From an optimization exercise on the open Yosys and OpenROAD flow, aimed at a short achievable clock period and few clock cycles; shortcuts taken in it are not production practice.
Function was checked by simulation only, so behaviour that the tests miss may differ from the original.
Power figures rest on the tool's default switching activity, not on a simulated workload.

==> inputs of 10-09 <==
Design SingleCycle_MIPS, start of the top module:
module SingleCycle_MIPS(
    clk,
    rst_n,
    IR_addr,
    IR,
    RF_writedata,
    ReadDataMem,
    CEN,
    WEN,
    A,
    ReadData2,
    OEN,
    RF_wen,
    RF_waddr
);
    input         clk, rst_n;
    input  [31:0] IR;
    output [31:0] IR_addr, RF_writedata;
    input  [31:0] ReadDataMem;
    output        CEN;
    output        WEN;
    output  [6:0] A;
    output [31:0] ReadData2;
    output        OEN;
    output        RF_wen;
    output  [4:0] RF_waddr;
    localparam BI = 4;           
    localparam BN = 1 << BI;     
    reg  [31:0] pcF;
    reg         vD, hitD, bjrD, fjD;
    reg  [31:0] irD, pcD, pc4D, npD;
    reg  [31:0] rsRawD, rtRawD;     
    reg         rsOkD, rtOkD;       
    reg         byWs, byWt, by2s, by2t, eHitRs, eHitRt;
    reg         fillW, fjrW, corrW, fretW, retE, cretW, jalW;
    reg   [7:0] jtgtW;
    reg   [BI-1:0] cidxW;
    reg   [7-BI:0] ctagW, tagE;
    reg   [7:0] ctgtW;
    reg   [BI-1:0] fidxW;
    reg   [7-BI:0] ftagW;
    reg   [7:0] ftgtW;
    reg         vE, wenE, ldE, brE, jrE, ptE;
    reg   [4:0] waE;
    reg  [31:0] aE, bE, altE, ttgtE;
    reg         tbadE;              
    reg         opAdd, opSub, opAnd, opOr, opSlt;
    reg   [BI-1:0] idxE;
    reg         cenE, wenMemE;      
    reg         started;            
    reg         startedO;           
    reg         zE, zOkE;           
    reg   [6:0] addrE;
    reg  [31:0] sdE;
    reg         wenW;
    reg   [4:0] waW;
    reg  [31:0] wdW;
    reg         wen2;
    reg   [4:0] wa2;
    reg  [31:0] wd2;
  ...
export LEC_CHECK = 0
export ABC_CLOCK_PERIOD_IN_PS = 2500
export CAP_MARGIN = 20
export CORE_MARGIN = 2
export CORE_UTILIZATION = 38
export CTS_CLUSTER_DIAMETER = 50
export CTS_CLUSTER_SIZE = 24
export PLACE_DENSITY = 0.5
export SETUP_SLACK_MARGIN = 0.5
export SLEW_MARGIN = 20
create_clock -name core_clock -period 10.0 [get_ports {clk}]
standard.sh (not shown) runs the stock make flow with config.mk's settings and CLKGATE_MAP_FILE= SYNTH_SCRIPT=/design/flow/synth_recipe.tcl, a recipe that flattens the netlist after the stock synthesis.
==> flow/flow/run.sh <==
#!/bin/bash
set -euo pipefail
bash standard.sh synth > synth.log 2>&1
bash standard.sh SETUP_SLACK_MARGIN=7 TNS_END_PERCENT=100 \
  "BUFFER_PORTS_ARGS=-buffer_cell sky130_fd_sc_hd__buf_4" finish > layout.log 2>&1
==> 07-28 (differences from 10-09) <==
- CORE_UTILIZATION: 38 -> 40
- CTS_CLUSTER_DIAMETER: 50 -> 40
- CTS_CLUSTER_SIZE: 24 -> 20
- PLACE_DENSITY: 0.5 -> 0.55
==> notes <==
- 07-28 went through all stages and came out clean. 10-09 went through all stages and came out clean.
- Against 10-09, the first-iteration DRC count of 07-28 is higher by about 8%.
- Wire length: 07-28 is lower than 10-09 (3.9%).
- In 10-09 the clock skew is lower than in 07-28, by 0.031 ns.
- In 10-09 the final cell count is larger than in 07-28, by about 0.9%.
- Total power: 07-28 is larger than 10-09 (about 7%).
- Setup slack: 10-09 is lower than 07-28 (0.0080 ns).
- In 10-09 the global-route usage is higher than in 07-28, by 0.95 points.
- Of 07-28 and 10-09, 10-09 has the higher combinational power (gap about 1%, measured against 10-09).
- Of 07-28 and 10-09, 10-09 has the higher sequential share of layout area (gap 0.26 points).
- In 07-28 the hold slack is better than in 10-09, by 0.0042 ns.
- Of 07-28 and 10-09, 07-28 has the higher via count (gap 1.3%, measured against 10-09).
==> figures <==
Status: 07-28 timing/DRC/antenna clean; 10-09 timing/DRC/antenna clean
Number of global-route vias before repair: 07-28 76400; 10-09 76430
Final std cell area, no fill: 07-28 121300 µm²; 10-09 120500 µm²
Largest net degree at the start of global routing: 07-28 67; 10-09 65
Destination of the worst hold path: 07-28 idxE[2]; 10-09 idxE[0]
Crit path launch: 07-28 bE[0]; 10-09 rtOkD
Sequential cell power: 07-28 9.74 mW; 10-09 9.72 mW
Signed area change from the synthesized netlist to the final layout: 07-28 39.56%; 10-09 38.63%
Clock Power Share: 07-28 35.9%; 10-09 31.3%
Placement-stage cell area: 07-28 93510 µm²; 10-09 93920 µm²
Worst path setup slack after routing: 07-28 6.251 ns; 10-09 6.243 ns
Total track usage: 07-28 40.77%; 10-09 41.72%
Highest clock frequency the design can meet: 07-28 266.8 MHz; 10-09 266.2 MHz
Buffers & Inverters on Critical Path: 07-28 2; 10-09 0
Net total in the final layout: 07-28 9102; 10-09 9097
M1 wire length: 07-28 168.3 mm; 10-09 178.5 mm
Sequential portion of the cell area: 07-28 40.11%; 10-09 40.37%
Longest individual stage delay on the worst path: 07-28 0.46 ns; 10-09 0.70 ns
Switching share of power: 07-28 34.64%; 10-09 36.53%
Fraction of the core area covered by cells at the end of the flow: 07-28 56.03%; 10-09 52.97%
Post-DR wirelength/cell: 07-28 42.10 µm; 10-09 43.40 µm
First-pass GRT wire length: 07-28 628.2 mm; 10-09 661.7 mm
Area taken by flip-flops and latches: 07-28 48660 µm²; 10-09 48650 µm²
Testbench counts of 10-09, summed over its fixed seeds: cycles 137,130.
Testbench counts of 07-28, summed over its fixed seeds: cycles 137,130.

==> port drivers added, routing unchanged <==
How much do the figures lean on ideal ports? The routed layouts below were timed once more, with nothing changed but the port constraints. Step 1: set_driving_cell puts a clkbuf_16 on clk and a buf_2 on each other input, an assumption about the parent block. Step 2 moves the port delays by t, midway between the first and last clock arrival at a register: inputs arrive t later, outputs are due t later. That takes back most of the time a late clock gives input paths. Slacks: no drivers / after step 1 / after step 2; pairs: no drivers / after step 1.
run	t, ns	setup WS [ns]	slew at the worst register clock pin (ns)	worst slew at a driven data input, ns	cell pins on the clock port's net
10-09	0.960	6.243 / 6.243 / 5.482	0.09 / 0.09	0.51	1
07-28	1.036	6.251 / 6.251 / 5.469	0.07 / 0.07	0.47	1
After both steps every run listed still meets setup and hold. For 07-28, which loses most, drivers alone change the setup slack by 0.000 ns; drivers and shift together by -0.782 ns.
